Background: an optimization exercise with open tools, aiming at small area and a short achievable clock period. Do not read the settings as production practice. Where RTL was checked, it was by simulation tests only, not by an equivalence proof against the original. Power is estimated from default activity; no workload was simulated.

## v27
==> module hft_fpga_low_latency, before the edit <==
module hft_fpga_low_latency(
    input wire core_clk,
    input wire reset,
    input wire cfg_we,
    input wire [1:0] cfg_addr,
    input wire [31:0] cfg_wdata,
    input wire [63:0] raw_market_data,
    input wire raw_valid,
    output wire [127:0] mg_tx_data,
    output wire mg_tx_valid
    );
    reg [31:0] threshold_n;      
    reg [31:0] risk_min_n;       
    reg [31:0] risk_max_n;       
    always @(posedge core_clk) begin
        if (reset) begin
            threshold_n <= ~32'd1000;
            risk_min_n <= ~32'd1000;
            risk_max_n <= ~32'd5000;
        end else if (cfg_we) begin
            case (cfg_addr)
                2'd0: threshold_n <= ~cfg_wdata;
                2'd1: risk_min_n <= ~cfg_wdata;
                2'd2: risk_max_n <= ~cfg_wdata;
                default: ;
            endcase
        end
    end
    wire [31:0] price = raw_market_data[31:0];
    wire below_threshold;    
    wire below_min;          
    wire above_max;          
    cla_carry #(.W(32), .L(5)) u_cmp_thr (
        .g(~(threshold_n | price)), .p(~(threshold_n & price)), .c(below_threshold));
    cla_carry #(.W(32), .L(5)) u_cmp_min (
        .g(~(risk_min_n | price)), .p(~(risk_min_n & price)), .c(below_min));
    cla_carry #(.W(32), .L(5)) u_cmp_max (
        .g(price & risk_max_n), .p(price | risk_max_n), .c(above_max));
    wire approve = raw_valid && (raw_market_data[63:56] == 8'h01) &&
                   below_threshold && !below_min && !above_max;
    reg [55:0] order_data;
    always @(posedge core_clk) begin
        order_data <= raw_market_data[55:0];
    end
    reg [31:0] order_seq;
    reg order_valid;
    reg order_count;
    wire [31:0] seq_ones_below;
    assign seq_ones_below[0] = 1'b1;
    genvar gi;
    generate
        for (gi = 1; gi < 32; gi = gi + 1) begin : g_ones
            assign seq_ones_below[gi] = &order_seq[gi-1:0];
        end
    endgenerate
    always @(posedge core_clk) begin
        if (reset) begin
            order_seq <= 32'd0;
            order_count <= 1'b0;
        end else begin
            order_seq <= order_seq ^ ({32{order_count}} & seq_ones_below);
            order_count <= approve;
        end
    end
    always @(posedge core_clk or posedge reset) begin
        if (reset)
            order_valid <= 1'b0;
        else
            order_valid <= approve;
    end
    assign mg_tx_data = {order_seq, 8'h01, order_data, 32'h0000_0000};
    assign mg_tx_valid = order_valid;
endmodule
export LEC_CHECK = 0
export ABC_AREA = 1
export CAP_MARGIN = 20
export CORE_MARGIN = 2
export CORE_UTILIZATION = 40
export CTS_BUF_LIST = sky130_fd_sc_hd__clkbuf_4 sky130_fd_sc_hd__clkbuf_8
export SETUP_SLACK_MARGIN = 2.05
export SLEW_MARGIN = 20
create_clock -name core_clock -period 4.0 [get_ports {core_clk}]
standard.sh (not shown) runs the stock make flow with config.mk's settings and CLKGATE_MAP_FILE= SYNTH_SCRIPT=/design/flow/synth_recipe.tcl, a recipe that flattens the netlist after the stock synthesis.
==> flow/flow/run.sh <==
#!/bin/bash
# Standard ORFS layout, with plain buf_1 cells as the port buffers
# (the default port buffer is a 10 um2 delay buffer) and one tie cell per
# constant value instead of one per constant output.
set -euo pipefail
bash standard.sh synth > synth.log 2>&1
bash standard.sh finish BUFFER_PORTS_ARGS="-buffer_cell sky130_fd_sc_hd__buf_1" SKIP_REPAIR_TIE_FANOUT=1 > layout.log 2>&1
v27: done, clean on timing, DRC and antenna
Testbench counts of v27, summed over its fixed seeds: latency cycles 3,243, orders 3,243.
What v13 does differently from v27 at the input level:
diff --git a/flow/design.v b/flow/design.v
--- a/flow/design.v
+++ b/flow/design.v
@@ -82,17 +82,14 @@
     endgenerate
     always @(posedge core_clk) begin
+        order_count <= approve && !reset;
+    end
+    always @(posedge core_clk or posedge reset) begin
         if (reset) begin
             order_seq <= 32'd0;
-            order_count <= 1'b0;
+            order_valid <= 1'b0;
         end else begin
+            order_valid <= approve;
             order_seq <= order_seq ^ ({32{order_count}} & seq_ones_below);
-            order_count <= approve;
         end
-    end
-    always @(posedge core_clk or posedge reset) begin
-        if (reset)
-            order_valid <= 1'b0;
-        else
-            order_valid <= approve;
     end
     assign mg_tx_data = {order_seq, 8'h01, order_data, 32'h0000_0000};
Results
As far as number of sequential storage elements goes, v27 and v13 are indistinguishable; the numbers are identical.
The final design area excluding fillers of v13 was superior to that of v27.
From v27 to v13 the numbers moved as follows: clock network fraction of total power has increased; fraction of the mapped netlist area in compound gates has decreased; final worst slack has increased; area growth from synthesis to layout has remained practically unchanged; fmax has increased.
Higher pre-CTS setup slack was reported by v27, not v13.
In v13 the number of inserted filler cells in the final layout turned out about 2.3% lower than in v27.
Testbench counts of v13, summed over its fixed seeds: latency cycles 3,243, orders 3,243.

== the reference run ==
Another version of the RTL of hft_fpga_low_latency (not shown whole).
Size: about 190 flip-flops, roughly 8500 um^2 of cells after synthesis.
==> module hft_fpga_low_latency, before the edit <==
module hft_fpga_low_latency(
    input wire core_clk,
    input wire reset,
    input wire cfg_we,
    input wire [1:0] cfg_addr,
    input wire [31:0] cfg_wdata,
    input wire [63:0] raw_market_data,
    input wire raw_valid,
    output wire [127:0] mg_tx_data,
    output wire mg_tx_valid
    );
    reg [31:0] trading_threshold;
    reg [31:0] risk_min;
    reg [31:0] risk_max;
    always @(posedge core_clk) begin
        if (reset) begin
            trading_threshold <= 32'd1000;
            risk_min <= 32'd1000;
            risk_max <= 32'd5000;
        end else if (cfg_we) begin
            case (cfg_addr)
                2'd0: trading_threshold <= cfg_wdata;
                2'd1: risk_min <= cfg_wdata;
                2'd2: risk_max <= cfg_wdata;
                default: ;
            endcase
        end
    end
    wire [31:0] price = raw_market_data[31:0];
    wire below_threshold;    
    wire below_min;          
    wire above_max;          
    assign below_threshold = price < trading_threshold;
    assign below_min = price < risk_min;
    assign above_max = risk_max < price;
    wire approve = raw_valid && (raw_market_data[63:56] == 8'h01) &&
                   below_threshold && !below_min && !above_max;
    reg [55:0] order_data;
    always @(posedge core_clk) begin
        order_data <= raw_market_data[55:0];
    end
    reg [31:0] order_seq;
    reg order_valid;
    wire [31:0] seq_ones_below;
    assign seq_ones_below[0] = 1'b1;
    genvar gi;
    generate
        for (gi = 1; gi < 32; gi = gi + 1) begin : g_ones
            assign seq_ones_below[gi] = &order_seq[gi-1:0];
        end
    endgenerate
    always @(posedge core_clk or posedge reset) begin
        if (reset) begin
            order_seq <= 32'd0;
            order_valid <= 1'b0;
        end else begin
            order_valid <= approve;
            order_seq <= order_seq ^ ({32{order_valid}} & seq_ones_below);
        end
    end
    assign mg_tx_data = {order_seq, 8'h01, order_data, 32'h0000_0000};
    assign mg_tx_valid = order_valid;
endmodule
clock: 4.0 ns
lec_check: 0
abc_area: 1
cap_margin: 20
core_margin: 2
core_utilization: 40
cts_buf_list: sky130_fd_sc_hd__clkbuf_4 sky130_fd_sc_hd__clkbuf_8
setup_slack_margin: 2.15
slew_margin: 20
==> flow/flow/run.sh <==
#!/bin/bash
# Standard ORFS layout, with plain buf_1 cells as the port buffers
# (the default port buffer is a 10 um2 delay buffer).
set -euo pipefail
bash standard.sh synth > synth.log 2>&1
bash standard.sh finish BUFFER_PORTS_ARGS="-buffer_cell sky130_fd_sc_hd__buf_1" > layout.log 2>&1
For the trial run, these inputs were changed with respect to the reference run:
diff --git a/flow/design.v b/flow/design.v
--- a/flow/design.v
+++ b/flow/design.v
@@ -1,6 +1,32 @@
+`timescale 1ns / 1ps
+module ucmp_lt #(
+    parameter W = 32,
+    parameter L = 5          
+    ) (
+    input wire [W-1:0] a,
+    input wire [W-1:0] b,
+    output wire lt
+    );
+    wire [W-1:0] l [0:L];    
+    wire [W-1:0] g [0:L];    
+    assign l[0] = ~a & b;
+    assign g[0] = a & ~b;
+    genvar k, i;
+    generate
+        for (k = 1; k <= L; k = k + 1) begin : lvl
+            for (i = 0; i < (W >> k); i = i + 1) begin : node
+                assign l[k][i] = l[k-1][2*i+1] | (~g[k-1][2*i+1] & l[k-1][2*i]);
+                assign g[k][i] = g[k-1][2*i+1] | (~l[k-1][2*i+1] & g[k-1][2*i]);
+            end
+            assign l[k][W-1:(W >> k)] = {(W - (W >> k)){1'b0}};
+            assign g[k][W-1:(W >> k)] = {(W - (W >> k)){1'b0}};
+        end
+    endgenerate
+    assign lt = l[L][0];
+endmodule
 `timescale 1ns / 1ps
 module hft_fpga_low_latency(
     input wire core_clk,
     input wire reset,
     input wire cfg_we,
     input wire [1:0] cfg_addr,
@@ -28,15 +54,15 @@
         end
     end
     wire [31:0] price = raw_market_data[31:0];
     wire below_threshold;    
     wire below_min;          
     wire above_max;          
-    assign below_threshold = price < trading_threshold;
-    assign below_min = price < risk_min;
-    assign above_max = risk_max < price;
+    ucmp_lt #(.W(32)) u_cmp_thr (.a(price), .b(trading_threshold), .lt(below_threshold));
+    ucmp_lt #(.W(32)) u_cmp_min (.a(price), .b(risk_min), .lt(below_min));
+    ucmp_lt #(.W(32)) u_cmp_max (.a(risk_max), .b(price), .lt(above_max));
     wire approve = raw_valid && (raw_market_data[63:56] == 8'h01) &&
                    below_threshold && !below_min && !above_max;
     reg [55:0] order_data;
     always @(posedge core_clk) begin
         order_data <= raw_market_data[55:0];
     end
Findings:
In summary, the trial run completed successfully, with a layout that passed the timing, DRC and antenna checks.
Number of clock buffers in the layout: the trial run > the reference run
| utilization after layout | the trial run vs the reference run | 0.35 points lower |
The trial run — design area 460 um^2 lower, the reference run as reference
Share of power burned in registers (higher): the trial run
Changes observed in the trial run relative to the reference run: final cell count now sits higher; final HPWL from detailed placement now sits lower; number of cells on the worst reg-to-reg path now sits higher; fmax now sits lower.
Per the comparison of the trial run with the reference run, power saw a decrease; part of the cycle the worst path needs saw an increase; signal arrival time at the worst endpoint saw an increase.
Delta (the trial run minus the reference run): post-synthesis compound-gate area fraction increased 1.3 points; share of total power in combinational logic essentially unchanged; net switching fraction of the power increased 2.4 points.
Testbench counts of the trial run, summed over its fixed seeds: latency cycles 3,243, orders 3,243.
Only the layout flow was run in the reference run; the RTL was not checked for function there.

Another version of the RTL of hft_fpga_low_latency (not shown whole).
Size in the first run: ~950 cells after synthesis, ~190 flip-flops, about 230 I/O pins, about 7500 um2 of cells after synthesis.
// hft_fpga_low_latency
module hft_fpga_low_latency(
    input wire core_clk,
    input wire reset,
    input wire cfg_we,
    input wire [1:0] cfg_addr,
    input wire [31:0] cfg_wdata,
    input wire [63:0] raw_market_data,
    input wire raw_valid,
    output wire [127:0] mg_tx_data,
    output wire mg_tx_valid
    );
==> module hft_fpga_low_latency, before the edit <==
module hft_fpga_low_latency(
    input wire core_clk,
    input wire reset,
    input wire cfg_we,
    input wire [1:0] cfg_addr,
    input wire [31:0] cfg_wdata,
    input wire [63:0] raw_market_data,
    input wire raw_valid,
    output wire [127:0] mg_tx_data,
    output wire mg_tx_valid
    );
    reg [31:0] threshold_n;      
    reg [31:0] risk_min_n;       
    reg [31:0] risk_max_n;       
    always @(posedge core_clk) begin
        if (reset) begin
            threshold_n <= ~32'd1000;
            risk_min_n <= ~32'd1000;
            risk_max_n <= ~32'd5000;
        end else if (cfg_we) begin
            case (cfg_addr)
                2'd0: threshold_n <= ~cfg_wdata;
                2'd1: risk_min_n <= ~cfg_wdata;
                2'd2: risk_max_n <= ~cfg_wdata;
                default: ;
            endcase
        end
    end
    wire [31:0] price = raw_market_data[31:0];
    wire below_threshold;    
    wire below_min;          
    wire above_max;          
    cla_carry #(.W(32), .L(5)) u_cmp_thr (
        .g(~(threshold_n | price)), .p(~(threshold_n & price)), .c(below_threshold));
    cla_carry #(.W(32), .L(5)) u_cmp_min (
        .g(~(risk_min_n | price)), .p(~(risk_min_n & price)), .c(below_min));
    cla_carry #(.W(32), .L(5)) u_cmp_max (
        .g(price & risk_max_n), .p(price | risk_max_n), .c(above_max));
    wire approve = raw_valid && (raw_market_data[63:56] == 8'h01) &&
                   below_threshold && !below_min && !above_max;
    reg [55:0] order_data;
    always @(posedge core_clk) begin
        order_data <= raw_market_data[55:0];
    end
    reg [31:0] order_seq;
    reg order_valid;
    reg order_count;
    wire [7:0] seq_group_ones;   
    wire [7:0] seq_group_carry;  
    wire [31:0] seq_toggle;
    genvar gk;
    generate
        for (gk = 0; gk < 8; gk = gk + 1) begin : g_seq
            wire [3:0] s = order_seq[4*gk+3:4*gk];
            assign seq_group_ones[gk] = &s;
            if (gk == 0) begin : g_first
                assign seq_group_carry[gk] = order_count;
            end else begin : g_next
                assign seq_group_carry[gk] = order_count & (&seq_group_ones[gk-1:0]);
            end
            assign seq_toggle[4*gk]   = seq_group_carry[gk];
            assign seq_toggle[4*gk+1] = seq_group_carry[gk] & s[0];
            assign seq_toggle[4*gk+2] = seq_group_carry[gk] & s[0] & s[1];
            assign seq_toggle[4*gk+3] = seq_group_carry[gk] & s[0] & s[1] & s[2];
        end
    endgenerate
    always @(posedge core_clk) begin
        if (reset) begin
            order_seq <= 32'd0;
            order_count <= 1'b0;
        end else begin
            order_seq <= order_seq ^ seq_toggle;
            order_count <= approve;
        end
    end
    always @(posedge core_clk or posedge reset) begin
        if (reset)
            order_valid <= 1'b0;
        else
            order_valid <= approve;
    end
    assign mg_tx_data = {order_seq, 8'h01, order_data, 32'h0000_0000};
    assign mg_tx_valid = order_valid;
endmodule
clock: 4.0 ns
lec_check: 0
abc_area: 1
cap_margin: 20
core_margin: 2
core_utilization: 40
cts_buf_list: sky130_fd_sc_hd__clkbuf_4 sky130_fd_sc_hd__clkbuf_8
setup_slack_margin: 2.2
slew_margin: 20
==> flow/flow/run.sh <==
#!/bin/bash
set -euo pipefail
cts_bufs=$(sed -n 's/^export CTS_BUF_LIST *= *//p' config.mk)
bash standard.sh synth > synth.log 2>&1
bash standard.sh finish \
  BUFFER_PORTS_ARGS="-buffer_cell sky130_fd_sc_hd__buf_1" \
  SKIP_REPAIR_TIE_FANOUT=1 \
  CTS_ARGS="-sink_clustering_enable -repair_clock_nets -dont_use_dummy_load -buf_list {$cts_bufs}" \
  > layout.log 2>&1
Then changed:
--- a/flow/design.v
+++ b/flow/design.v
@@ -69,37 +69,26 @@
     always @(posedge core_clk) begin
         order_data <= raw_market_data[55:0];
     end
     reg [31:0] order_seq;
     reg order_valid;
     reg order_count;
-    wire [7:0] seq_group_ones;   
-    wire [7:0] seq_group_carry;  
-    wire [31:0] seq_toggle;
-    genvar gk;
+    wire [31:0] seq_ones_below;
+    assign seq_ones_below[0] = 1'b1;
+    genvar gi;
     generate
-        for (gk = 0; gk < 8; gk = gk + 1) begin : g_seq
-            wire [3:0] s = order_seq[4*gk+3:4*gk];
-            assign seq_group_ones[gk] = &s;
-            if (gk == 0) begin : g_first
-                assign seq_group_carry[gk] = order_count;
-            end else begin : g_next
-                assign seq_group_carry[gk] = order_count & (&seq_group_ones[gk-1:0]);
-            end
-            assign seq_toggle[4*gk]   = seq_group_carry[gk];
-            assign seq_toggle[4*gk+1] = seq_group_carry[gk] & s[0];
-            assign seq_toggle[4*gk+2] = seq_group_carry[gk] & s[0] & s[1];
-            assign seq_toggle[4*gk+3] = seq_group_carry[gk] & s[0] & s[1] & s[2];
+        for (gi = 1; gi < 32; gi = gi + 1) begin : g_ones
+            assign seq_ones_below[gi] = &order_seq[gi-1:0];
         end
     endgenerate
     always @(posedge core_clk) begin
         if (reset) begin
             order_seq <= 32'd0;
             order_count <= 1'b0;
         end else begin
-            order_seq <= order_seq ^ seq_toggle;
+            order_seq <= order_seq ^ ({32{order_count}} & seq_ones_below);
             order_count <= approve;
         end
     end
     always @(posedge core_clk or posedge reset) begin
         if (reset)
             order_valid <= 1'b0;
What happened: Sequential share of layout area is lower by 0.76 points; global-route usage rose by 0.88 points; flip-flop and latch count stays the same; wire length went up by 5.5%; final cell count rose by about 5%; non-clock buffer count climbs by 16; setup slack improved by 0.13 ns.
Testbench counts after the change, summed over its fixed seeds: latency cycles 3,243, orders 3,243.
Only the layout flow was run in the first run of this note; the RTL was not checked for function there.

-- separate check: timing with driven ports --
The results above use ideal ports. As a check the final layouts listed here were re-extracted and re-timed, cells and wires unchanged.
Step 1 (the two cells are an assumption about what drives the block):
set clk [get_ports {core_clk}]
set_driving_cell -lib_cell sky130_fd_sc_hd__clkbuf_16 $clk
set_driving_cell -lib_cell sky130_fd_sc_hd__buf_2 [delete_from_list [all_inputs] $clk]
Step 2 times the ports against the registers' clock, not the clock port: input delays grow and output delays shrink by t, the midpoint of the rising clock arrivals with the driver on.
Slacks: ideal ports / drivers / drivers and shift; pairs: ideal ports / drivers.
run	t, ns	setup WS [ns]	clock arrival spread, ns
v27	0.489	2.119 / 2.083 / 1.807	0.014 / 0.014
v13	0.481	2.129 / 2.092 / 1.711	0.022 / 0.021
the reference run	0.492	2.176 / 2.143 / 1.757	0.019 / 0.019
the trial run	0.503	2.134 / 2.094 / 1.797	0.022 / 0.022
the first run of note 3	0.488	2.111 / 2.096 / 1.795	0.043 / 0.043
the second run of note 3	0.479	2.243 / 2.207 / 1.866	0.032 / 0.033
After both steps every run listed still meets setup and hold. For the reference run, which loses most, drivers alone change the setup slack by -0.033 ns; drivers and shift together by -0.419 ns.
